This is an optimization exercise on Yosys and OpenROAD, whose aim is small area and a short achievable clock period, not a production implementation. Function was not checked in any run shown here: the RTL went through the layout flow alone. Power and IR drop assume default switching activity.

## flow/design.v (module list and top-level ports; edited modules follow where they fit)
// module Adder32Bit: 5 lines
// module SignExtender: 8 lines
// module fullAdder: 6 lines
// module halfAdder: 6 lines
// module boothSel: 5 lines
// module boothSel0: 5 lines
// module gpCell: 5 lines
// module andCell: 5 lines
// module xorCell: 5 lines
// module xnorCell: 5 lines
// module alu_stage: 729 lines
module alu_stage(clk, a, b, imm, alu_src, alu_ctl, result, zero);
  // ...
==> flow/flow/run.sh <==
#!/bin/bash
# Layout flow: the standard flow (the standard.sh), except that
#  - the arithmetic primitive modules (full/half adders, Booth selectors) are
#    synthesized as the library cells given in flow/cells.v (the rest of the
#    design goes through the standard synthesis unchanged), each module kept
#    whole until the final flatten;
#  - ports are buffered with buf_4 cells;
#  - flip-flops driving many pins are upsized before the placement repair.
set -euo pipefail
python3 flow/map.py design.v flow/cells.v design_mapped.v > map.log 2>&1
bash standard.sh VERILOG_FILES="$PWD/design_mapped.v" \
  BUFFER_PORTS_ARGS="-buffer_cell sky130_fd_sc_hd__buf_4" \
  PRE_RESIZE_TCL="$PWD/flow/pre_resize.tcl" finish > standard.log 2>&1
==> flow/flow/cells.v <==
// Cell-level bodies for the design's arithmetic primitive modules. map.py puts
// these in place of the RTL bodies of the modules of the same names.
module fullAdder(cin, x, y, cout, s);
	input cin, x, y;
	output cout, s;
	sky130_fd_sc_hd__fa_1 c(.A(x), .B(y), .CIN(cin), .COUT(cout), .SUM(s));
endmodule
module halfAdder(x, y, cout, s);
	input x, y;
	output cout, s;
	sky130_fd_sc_hd__ha_1 c(.A(x), .B(y), .COUT(cout), .SUM(s));
endmodule
module boothSel(onen, twon, inv, an1, an0, pp);
	input onen, twon, inv, an1, an0;
	output pp;
	wire n;
	sky130_fd_sc_hd__o22ai_1 c0(.A1(onen), .A2(an1), .B1(twon), .B2(an0), .Y(n));
	sky130_fd_sc_hd__xor2_1 c1(.A(n), .B(inv), .X(pp));
endmodule
module boothSel0(onen, inv, an1, pp);
	input onen, inv, an1;
	output pp;
	wire n;
	sky130_fd_sc_hd__nor2_1 c0(.A(onen), .B(an1), .Y(n));
	sky130_fd_sc_hd__xor2_1 c1(.A(n), .B(inv), .X(pp));
endmodule
module gpCell(gh, ph, gl, g);
	input gh, ph, gl;
	output g;
	sky130_fd_sc_hd__a21o_1 c(.A1(ph), .A2(gl), .B1(gh), .X(g));
endmodule
module andCell(x, y, z);
	input x, y;
	output z;
	sky130_fd_sc_hd__and2_1 c(.A(x), .B(y), .X(z));
endmodule
module xorCell(x, y, z);
	input x, y;
	output z;
	sky130_fd_sc_hd__xor2_1 c(.A(x), .B(y), .X(z));
endmodule
module xnorCell(x, y, z);
	input x, y;
	output z;
	sky130_fd_sc_hd__xnor2_1 c(.A(x), .B(y), .Y(z));
endmodule
==> flow/flow/map.py <==
#!/usr/bin/env python3
"""map.py DESIGN CELLS OUT: copy DESIGN to OUT with the body of every module
that CELLS also defines replaced by CELLS's cell-level body."""
import re, sys
design, cells, out = sys.argv[1:4]
mod = re.compile(r'^\s*module\s+(\w+).*?^\s*endmodule\b', re.S | re.M)
repl = {m.group(1): m.group(0) for m in mod.finditer(open(cells).read())}
done = set()
def sub(m):
    name = m.group(1)
    if name in repl:
        done.add(name)
        return repl[name]
    return m.group(0)
text = mod.sub(sub, open(design).read())
missing = set(repl) - done
if missing:
    sys.exit(f"map.py: modules not found in {design}: {sorted(missing)}")
open(out, 'w').write(text)
==> flow/flow/pre_resize.tcl <==
# Before the placement repair: flip-flops whose output drives many pins get
# the library's strongest version of their own cell type.
set n 0
foreach inst [get_cells *] {
  set ref [get_property $inst ref_name]
  if {$ref ne "sky130_fd_sc_hd__dfxtp_1"} { continue }
  set q [get_pins -of_objects $inst -filter "direction == output"]
  set net [get_nets -of_objects $q]
  set fo [llength [get_pins -of_objects $net -filter "direction == input"]]
  if {$fo >= 8} {
    replace_cell $inst sky130_fd_sc_hd__dfxtp_4
    incr n
  }
}
puts "pre_resize: $n flip-flops upsized"
==> flow/standard.sh <==
#!/bin/bash
# synth_recipe.tcl (not shown) runs the flow's synth.tcl, then flattens the netlist and writes it again
# the make line also repeats each setting of config.mk as NAME=value (left out here)
make -C /OpenROAD-flow-scripts/flow DESIGN_CONFIG=/design/flow/config.mk WORK_HOME=/design/flow/orfs CLKGATE_MAP_FILE= SYNTH_SCRIPT=/design/flow/synth_recipe.tcl "${@:-finish}"
==> flow/config.mk <==
export PLATFORM = sky130hd
export DESIGN_NAME = alu_stage
export DESIGN_NICKNAME = alu_stage
export VERILOG_FILES = /design/flow/design.v
export SDC_FILE = /design/flow/constraint.sdc
export NUM_CORES = 4
export LEC_CHECK = 0
export ABC_AREA = 1
export CAP_MARGIN = 20
export CORE_MARGIN = 2
export CORE_UTILIZATION = 40
export SLEW_MARGIN = 70
export SYNTH_HIERARCHICAL = 1
export SYNTH_MINIMUM_KEEP_SIZE = 0
==> flow/constraint.sdc <==
create_clock -name core_clock -period 15.0 [get_ports {clk}]
set_input_delay 3.0000 -clock core_clock [delete_from_list [all_inputs] [get_ports {clk}]]
set_output_delay 3.0000 -clock core_clock [all_outputs]
set_load 0.01 [all_outputs]
==> flow_summary_export.csv, run 1 <==
group,metric,value,unit
synthesis,yosys.area_share.simple,11.41,%
floorplan,num_rows,74,
grt,grt_pass1_vias,15000,
synthesis,synth_common_cells,"291 x xor2_1, 256 x o22ai_1, 247 x nand2_1, 241 x fa_1, 160 x dfxtp_1",
synthesis,synth.ff_latch_count,160,
cells_and_area,fin_util,46.78,%
hold_path,min_path_type,"flop to flop",
power,seqPwrFrac,16.9,%
clock_network,cts_buffers,17,
synthesis,async_reset_ff_share,0,%
power,ir_drop,0.2296,mV
timing,finalWorstSetupSlack,9810,ps
timing,finalSetupTns,0,ps
worst_setup_path,crit_arrival,5600,ps
cells_and_area,stdcell_count,2526,
power,p_int,1.855,mW
synthesis,synth_fa_ha_area_share,33.87,%
clock_network,postCtsHoldBufs,0,
timing,hold_violations,0,
clock_network,cts_tree,"yes",
status,status,"complete, no violations",
clock_network,cts.repair.resized,0,
synthesis,avgSynthCellArea,9.066,sq um
worst_setup_path,worstSetupEndpoint,"zh_q$_DFF_P_",
drt,totalWireLength,56.03,mm
worst_setup_path,cp_slowest_cell,"fa_1",
worst_setup_path,critical_path_class,"flop to flop",
place,place_inst,2494,
floorplan,start_util,40.59,%
cells_and_area,clk_share,3.019,%
floorplan,tap-cell-count,532,
cells_and_area,antenna_cells,0,
cells_and_area,clockBufferCount,22,
worst_setup_path,cp.depth,14,
synthesis,synth-edff-count,0,
place,place_area,18540,sq um
timing,finalCritPeriodShare,34.60,%
cells_and_area,final_area,19150,sq um
==> run 2: changes to the inputs <==
--- a/flow/design.v
+++ b/flow/design.v
@@ -695,90 +695,130 @@
 	fullAdder fa266(s234, s199, t233, t266, s266);
 	fullAdder fa267(s235, s201, t234, t267, s267);
 	fullAdder fa268(s236, s203, t235, t268, s268);
 	fullAdder fa269(s237, s205, t236, t269, s269);
 	fullAdder fa270(s238, s207, t237, t270, s270);
 	fullAdder fa271(s239, s209, t238, nc271, s271);
 	wire [31:0] x = {t270, t269, t268, t267, t266, t265, t264, t263, t262, t261, t260, t259, t258, t257, t256, t255, t254, t253, t252, t251, t250, t249, t248, t247, t246, t245, t244, t243, t242, t241, t240, s240};
 	wire [31:0] y = {s271, s270, s269, s268, s267, s266, s265, s264, s263, s262, s261, s260, s259, s258, s257, s256, s255, s254, s253, s252, s251, s250, s249, s248, s247, s246, s245, s244, s243, s242, s241, pp0[0]};
-	wire [24:0] lo = x[23:0] + y[23:0];
-	wire [7:0] hp, hg;
-	halfAdder hpg0(x[24], y[24], hg[0], hp[0]);
-	halfAdder hpg1(x[25], y[25], hg[1], hp[1]);
-	halfAdder hpg2(x[26], y[26], hg[2], hp[2]);
-	halfAdder hpg3(x[27], y[27], hg[3], hp[3]);
-	halfAdder hpg4(x[28], y[28], hg[4], hp[4]);
-	halfAdder hpg5(x[29], y[29], hg[5], hp[5]);
-	halfAdder hpg6(x[30], y[30], hg[6], hp[6]);
-	halfAdder hpg7(x[31], y[31], hg[7], hp[7]);
+	wire [20:0] lo = x[19:0] + y[19:0];
+	wire [11:0] hp, hg;
+	halfAdder hpg0(x[20], y[20], hg[0], hp[0]);
+	halfAdder hpg1(x[21], y[21], hg[1], hp[1]);
+	halfAdder hpg2(x[22], y[22], hg[2], hp[2]);
+	halfAdder hpg3(x[23], y[23], hg[3], hp[3]);
+	halfAdder hpg4(x[24], y[24], hg[4], hp[4]);
+	halfAdder hpg5(x[25], y[25], hg[5], hp[5]);
+	halfAdder hpg6(x[26], y[26], hg[6], hp[6]);
+	halfAdder hpg7(x[27], y[27], hg[7], hp[7]);
+	halfAdder hpg8(x[28], y[28], hg[8], hp[8]);
+	halfAdder hpg9(x[29], y[29], hg[9], hp[9]);
+	halfAdder hpg10(x[30], y[30], hg[10], hp[10]);
+	halfAdder hpg11(x[31], y[31], hg[11], hp[11]);
 	wire bg1_1, bp1_1;
 	gpCell bgc1_1(hg[1], hp[1], hg[0], bg1_1);
 	andCell bpc1_1(hp[1], hp[0], bp1_1);
 	wire bg1_3, bp1_3;
 	gpCell bgc1_3(hg[3], hp[3], hg[2], bg1_3);
 	andCell bpc1_3(hp[3], hp[2], bp1_3);
 	wire bg1_5, bp1_5;
 	gpCell bgc1_5(hg[5], hp[5], hg[4], bg1_5);
 	andCell bpc1_5(hp[5], hp[4], bp1_5);
+	wire bg1_7, bp1_7;
+	gpCell bgc1_7(hg[7], hp[7], hg[6], bg1_7);
+	andCell bpc1_7(hp[7], hp[6], bp1_7);
+	wire bg1_9, bp1_9;
+	gpCell bgc1_9(hg[9], hp[9], hg[8], bg1_9);
+	andCell bpc1_9(hp[9], hp[8], bp1_9);
 	wire bg2_2, bp2_2;
 	gpCell bgc2_2(hg[2], hp[2], bg1_1, bg2_2);
 	andCell bpc2_2(hp[2], bp1_1, bp2_2);
 	wire bg2_3, bp2_3;
 	gpCell bgc2_3(bg1_3, bp1_3, bg1_1, bg2_3);
 	andCell bpc2_3(bp1_3, bp1_1, bp2_3);
 	wire bg2_6, bp2_6;
 	gpCell bgc2_6(hg[6], hp[6], bg1_5, bg2_6);
 	andCell bpc2_6(hp[6], bp1_5, bp2_6);
+	wire bg2_7, bp2_7;
+	gpCell bgc2_7(bg1_7, bp1_7, bg1_5, bg2_7);
+	andCell bpc2_7(bp1_7, bp1_5, bp2_7);
+	wire bg2_10, bp2_10;
+	gpCell bgc2_10(hg[10], hp[10], bg1_9, bg2_10);
+	andCell bpc2_10(hp[10], bp1_9, bp2_10);
 	wire bg3_4, bp3_4;
 	gpCell bgc3_4(hg[4], hp[4], bg2_3, bg3_4);
 	andCell bpc3_4(hp[4], bp2_3, bp3_4);
 	wire bg3_5, bp3_5;
 	gpCell bgc3_5(bg1_5, bp1_5, bg2_3, bg3_5);
 	andCell bpc3_5(bp1_5, bp2_3, bp3_5);
 	wire bg3_6, bp3_6;
 	gpCell bgc3_6(bg2_6, bp2_6, bg2_3, bg3_6);
 	andCell bpc3_6(bp2_6, bp2_3, bp3_6);
-	wire [6:0] bg = {bg3_6, bg3_5, bg3_4, bg2_3, bg2_2, bg1_1, hg[0]};
-	wire [6:0] bp = {bp3_6, bp3_5, bp3_4, bp2_3, bp2_2, bp1_1, hp[0]};
-	wire [7:1] heq;
+	wire bg3_7, bp3_7;
+	gpCell bgc3_7(bg2_7, bp2_7, bg2_3, bg3_7);
+	andCell bpc3_7(bp2_7, bp2_3, bp3_7);
+	wire bg4_8, bp4_8;
+	gpCell bgc4_8(hg[8], hp[8], bg3_7, bg4_8);
+	andCell bpc4_8(hp[8], bp3_7, bp4_8);
+	wire bg4_9, bp4_9;
+	gpCell bgc4_9(bg1_9, bp1_9, bg3_7, bg4_9);
+	andCell bpc4_9(bp1_9, bp3_7, bp4_9);
+	wire bg4_10, bp4_10;
+	gpCell bgc4_10(bg2_10, bp2_10, bg3_7, bg4_10);
+	andCell bpc4_10(bp2_10, bp3_7, bp4_10);
+	wire [10:0] bg = {bg4_10, bg4_9, bg4_8, bg3_7, bg3_6, bg3_5, bg3_4, bg2_3, bg2_2, bg1_1, hg[0]};
+	wire [10:0] bp = {bp4_10, bp4_9, bp4_8, bp3_7, bp3_6, bp3_5, bp3_4, bp2_3, bp2_2, bp1_1, hp[0]};
+	wire [11:1] heq;
 	xnorCell hz1(hp[1], hg[0] | hp[0], heq[1]);
 	xnorCell hz2(hp[2], hg[1] | hp[1], heq[2]);
 	xnorCell hz3(hp[3], hg[2] | hp[2], heq[3]);
 	xnorCell hz4(hp[4], hg[3] | hp[3], heq[4]);
 	xnorCell hz5(hp[5], hg[4] | hp[4], heq[5]);
 	xnorCell hz6(hp[6], hg[5] | hp[5], heq[6]);
 	xnorCell hz7(hp[7], hg[6] | hp[6], heq[7]);
-	reg [23:0] lo_q;
+	xnorCell hz8(hp[8], hg[7] | hp[7], heq[8]);
+	xnorCell hz9(hp[9], hg[8] | hp[8], heq[9]);
+	xnorCell hz10(hp[10], hg[9] | hp[9], heq[10]);
+	xnorCell hz11(hp[11], hg[10] | hp[10], heq[11]);
+	reg [19:0] lo_q;
 	reg c_q;
-	reg [7:0] p_q;
-	reg [6:0] bg_q, bp_q;
+	reg [11:0] p_q;
+	reg [10:0] bg_q, bp_q;
 	reg zh_q;
 	always@(posedge clk) begin
-		lo_q <= lo[23:0];
-		c_q <= lo[24];
+		lo_q <= lo[19:0];
+		c_q <= lo[20];
 		p_q <= hp;
 		bg_q <= bg;
 		bp_q <= bp;
 		zh_q <= &heq;
 	end
-	wire [7:0] hcy, hi;
+	wire [11:0] hcy, hi;
 	assign hcy[0] = c_q;
 	gpCell hc1(bg_q[0], bp_q[0], c_q, hcy[1]);
 	gpCell hc2(bg_q[1], bp_q[1], c_q, hcy[2]);
 	gpCell hc3(bg_q[2], bp_q[2], c_q, hcy[3]);
 	gpCell hc4(bg_q[3], bp_q[3], c_q, hcy[4]);
 	gpCell hc5(bg_q[4], bp_q[4], c_q, hcy[5]);
 	gpCell hc6(bg_q[5], bp_q[5], c_q, hcy[6]);
 	gpCell hc7(bg_q[6], bp_q[6], c_q, hcy[7]);
+	gpCell hc8(bg_q[7], bp_q[7], c_q, hcy[8]);
+	gpCell hc9(bg_q[8], bp_q[8], c_q, hcy[9]);
+	gpCell hc10(bg_q[9], bp_q[9], c_q, hcy[10]);
+	gpCell hc11(bg_q[10], bp_q[10], c_q, hcy[11]);
 	xorCell hs0(p_q[0], hcy[0], hi[0]);
 	xorCell hs1(p_q[1], hcy[1], hi[1]);
 	xorCell hs2(p_q[2], hcy[2], hi[2]);
 	xorCell hs3(p_q[3], hcy[3], hi[3]);
 	xorCell hs4(p_q[4], hcy[4], hi[4]);
 	xorCell hs5(p_q[5], hcy[5], hi[5]);
 	xorCell hs6(p_q[6], hcy[6], hi[6]);
 	xorCell hs7(p_q[7], hcy[7], hi[7]);
+	xorCell hs8(p_q[8], hcy[8], hi[8]);
+	xorCell hs9(p_q[9], hcy[9], hi[9]);
+	xorCell hs10(p_q[10], hcy[10], hi[10]);
+	xorCell hs11(p_q[11], hcy[11], hi[11]);
 	wire heq0;
 	xnorCell hz0(p_q[0], c_q, heq0);
 	assign result = {hi, lo_q};
-	assign zero = (lo_q == 24'b0) & zh_q & heq0;
+	assign zero = (lo_q == 20'b0) & zh_q & heq0;
 endmodule
==> run 2 against run 1 <==
  * Still clean on timing, DRC and antenna
  * Clock skew down 4.3 ps
  * Non-clock buffer count down 1
  * Die area is 0.57% lower
  * Cell area fell by 0.34%
  * First-iteration DRC count down 5.5%
  * Utilization decreased by 0.053 points
  * Via count shrank 2.4%
  * Final cell count decreased by 3.4%
  * Highest routed layer unchanged
==> flow_summary_export.csv, run 2 <==
group,metric,value,unit
status,status,"complete, no violations",
worst_setup_path,critPathMaxFanout,30,
clock_network,htree_num_levels,4,
grt,grt_pass1_vias,14110,
hold_path,hold_end,"lo_q[0]$_DFF_P_",
clock_network,clkTransAtPathRegs,70,ps
clock_network,clock_path_buffers,2,
floorplan,die_y,207.2,microns
power,ir_drop,0.2434,mV
hold_path,min_from,"cr_q[0]$_DFF_P_",
floorplan,boundaryPins,112,
grt,antenna_found_initial,0,
drt,drt_iter0_drc,1144,
timing,final_max_slew_viol_count,0,
grt,grt_first_pass_wirelength,83.21,mm
worst_setup_path,critPathCaptureType,"flop",
clock_network,cts.repair.resized,0,
timing,worst_slew_pin_slew,476.5,ps
synthesis,syn_area,16510,sq um
drt,avgViaCountPerCell,5.746,
place,portBuffers,111,
synthesis,synth_top_area_share,29.22,%
drt,wl_per_cell,22.00,microns
cells_and_area,final_common_cell,"xor2_1",
hold_path,min_path_type,"flop to flop",
timing,rsz0062_at_grt,"no",
synthesis,synth_area_leaders,"fa_1 29%, dfxtp_1 20%, xor2_1 15%",
floorplan,start_util,40.44,%
worst_setup_path,crit_required,15390,ps
clock_network,clk_latency,480,ps
grt,overflow,0,
cells_and_area,antenna_cells,0,
synthesis,ys.flop_type,"dfxtp_1",
synthesis,ys.warnings.count,7,
worst_setup_path,r2r_end,"zh_q$_DFF_P_",
synthesis,yosysSeqAreaShare,20.37,%
timing,fin_worst_skew,14.14,ps
power,power.leakage,10.12,nW
clock_network,clkSinkCount,168,
timing,max_freq,189.6,MHz
synthesis,avgSynthCellArea,9.458,sq um
synthesis,synth-edff-count,0,
timing,fin_crit,5275,ps
timing,hold_violations,0,
cells_and_area,fin_nets,2279,
grt,grt.total_usage,25.13,%
worst_setup_path,r2r_slack,9720,ps
drt,totalWireLength,53.69,mm
cells_and_area,n_fill_cell,3877,
synthesis,yosysMostFrequentCell,"xor2_1",
synthesis,async_reset_ff_share,0,%
synthesis,synth_cells,1746,
run,maxCapViolations,0,
cells_and_area,multi_input_area,12690,sq um
synthesis,synth_common_cells,"292 x xor2_1, 256 x o22ai_1, 241 x fa_1, 179 x nand2_1, 168 x dfxtp_1",
clock_network,cts_root_buf,"clkbuf_16",
cells_and_area,syn_to_final_growth,15.55,%
timing,finalCritPeriodShare,35.17,%
hold_path,hold_depth,2,
drt,via_count,14020,
timing,relSlewSlack,68.23,%
worst_setup_path,crit_arrival,5670,ps
power,p_per_area,184.6,nW/um^2
worst_setup_path,critical_path_class,"flop to flop",
synthesis,yosysTopAreaCell,"fa_1",
clock_network,cts_buffers,17,
cells_and_area,regArea,3497,sq um
timing,setup_viol,0,
floorplan,core,40830,sq um
synthesis,synthDistinctLibCells,32,
place,place_congestion,0.9156,
worst_setup_path,reg2reg_depth,14,
worst_setup_path,r2r-start,"onen_q[1]$_DFF_P_",
drt,ant_nets,0,
power,finalPower,3.522,mW
synthesis,synth.ff_latch_count,168,
timing,finalSetupTns,0,ps
place,hpwlAfterDp,38.42,mm
timing,finalWorstSetupSlack,9725,ps
place,dp_slack,9811,ps
clock_network,post-cts-setup-buffers,0,
floorplan,num_rows,74,
cells_and_area,drive_above_1_share,12.95,%
cells_and_area,fin_util,46.73,%
cells_and_area,layout_common_cells,"292 x xor2_1, 256 x o22ai_1, 241 x fa_1",
drt,drt_first_pass_iters,6,
clock_network,postCtsHoldBufs,0,
grt,grt_max_degree,38,
clock_network,cts_tree,"yes",
synthesis,syn_nets,2130,
cells_and_area,top_regs,"an_q x32, cr_q x32, lo_q x20",
floorplan,die_area,42930,sq um
floorplan,fp.dieW,207.2,microns
worst_setup_path,startpoint_type,"flop",
drt,drcViolationCount,0,
==> run 2: through the flow <==
stage	hold slack (ps)	cell area [sq um]	std cells
2_1_floorplan	530.2	16510	1746
3_3_place_gp	578.0	18190	2402
3_5_place_dp	580.8	18430	2407
4_1_cts	597.1	19040	2439
5_1_grt	611.7	19080	2440
6_report	584.9	19080	2440
==> run 2: worst max path at each step <==
stage / from / endpoint / slack (ps) / cells past startpoint
2_1_floorplan: inv_q[0]$_DFF_P_ / zh_q$_DFF_P_ / 9720 / 12
3_3_place_gp: onen_q[4]$_DFF_P_ / zh_q$_DFF_P_ / 9700 / 13
3_5_place_dp: onen_q[1]$_DFF_P_ / zh_q$_DFF_P_ / 9810 / 14
4_1_cts: onen_q[1]$_DFF_P_ / zh_q$_DFF_P_ / 9790 / 14
5_1_grt: twon_q[0]$_DFF_P_ / zh_q$_DFF_P_ / 9570 / 14
6_report: onen_q[1]$_DFF_P_ / zh_q$_DFF_P_ / 9720 / 14
==> run 2: metal layers <==
layer	share of wire, %	track usage (%)	routed length, microns	vias up
met3	8.8	5.807	4733	106
met1	44	34.78	23360	6868
li1	-	-	-	6329
met4	2.9	8.842	1582	0
met5	0	0	0	-
met2	45	38.61	24010	718
==> run 2: where the power goes <==
group	internal, mW	switching, mW	total, mW
clock	0.266	0.215	0.480
combinational	1.11	1.30	2.42
sequential	0.561	0.0644	0.625
==> run 2: logic make-up after synthesis <==
kind of cell	synth area share, %
adders and majority gates	34.07
AOI/OAI and AO/OA	16.56
DFF	20.37
buffers and inverters	2.932
and+or+nand+nor	9.903
xor gates and xnor gates	16.18
==> run 2: per-module statistics from Yosys, one instance, submodules excluded <==
module     cells  flip-flops and latches  copies in the design  area [sq um]
alu_stage    849                     168                     1          6588
andCell        1                       0                    17         6.256
xnorCell       1                       0                    12         8.758
boothSel0      2                       0                    16         12.51
xorCell        1                       0                    12         8.758
fullAdder      1                       0                   240         20.02
boothSel       2                       0                   256         15.01
halfAdder      1                       0                    44         12.51
gpCell         1                       0                    28         7.507
==> run 2: final cells by class <==
cell class                      count  share of cell area, %
Clock buffer                       17                  2.230
Sequential cell                   168                  18.33
Timing Repair Buffer              154                  6.472
Inverter                           98                  1.967
Clock inverter                     15                 0.9902
Multi-Input combinational cell   1456                  66.52
Tap cell                          532                  3.489
==> run 2: critical path, stage by stage, from the launching register on <==
cell and delay [ps]:
dfxtp_1 310, buf_4 380, o22ai_1 180, xor2_1 210, fa_1 640, fa_1 460, fa_1 480, fa_1 390
fa_1 500, fa_1 420, ha_1 350, or2_2 320, xnor2_1 170, nand4_1 180, nor3_1 190

==> port drivers added, routing unchanged <==
The results above use ideal ports. As a check the final layouts listed here were re-extracted and re-timed, cells and wires unchanged.
Step 1: set_driving_cell puts a clkbuf_16 on clk and a buf_2 on each other input, an assumption about the parent block.
Step 2, shift: input delay + t, output delay - t, t = (earliest + latest rising clock arrival at the registers) / 2. This alone moves slack from input paths to output paths.
Slacks: ideal / step 1 / step 2; pairs: ideal / step 1.
| run | t (ns) | slack for setup (ns) | worst setup path at the end |
|---|---|---|---|
| run 1 | 0.521 | 9.810 / 9.810 / 9.810 | register to register |
| run 2 | 0.524 | 9.725 / 9.725 / 9.725 | register to register |
After both steps every run listed still meets setup and hold.
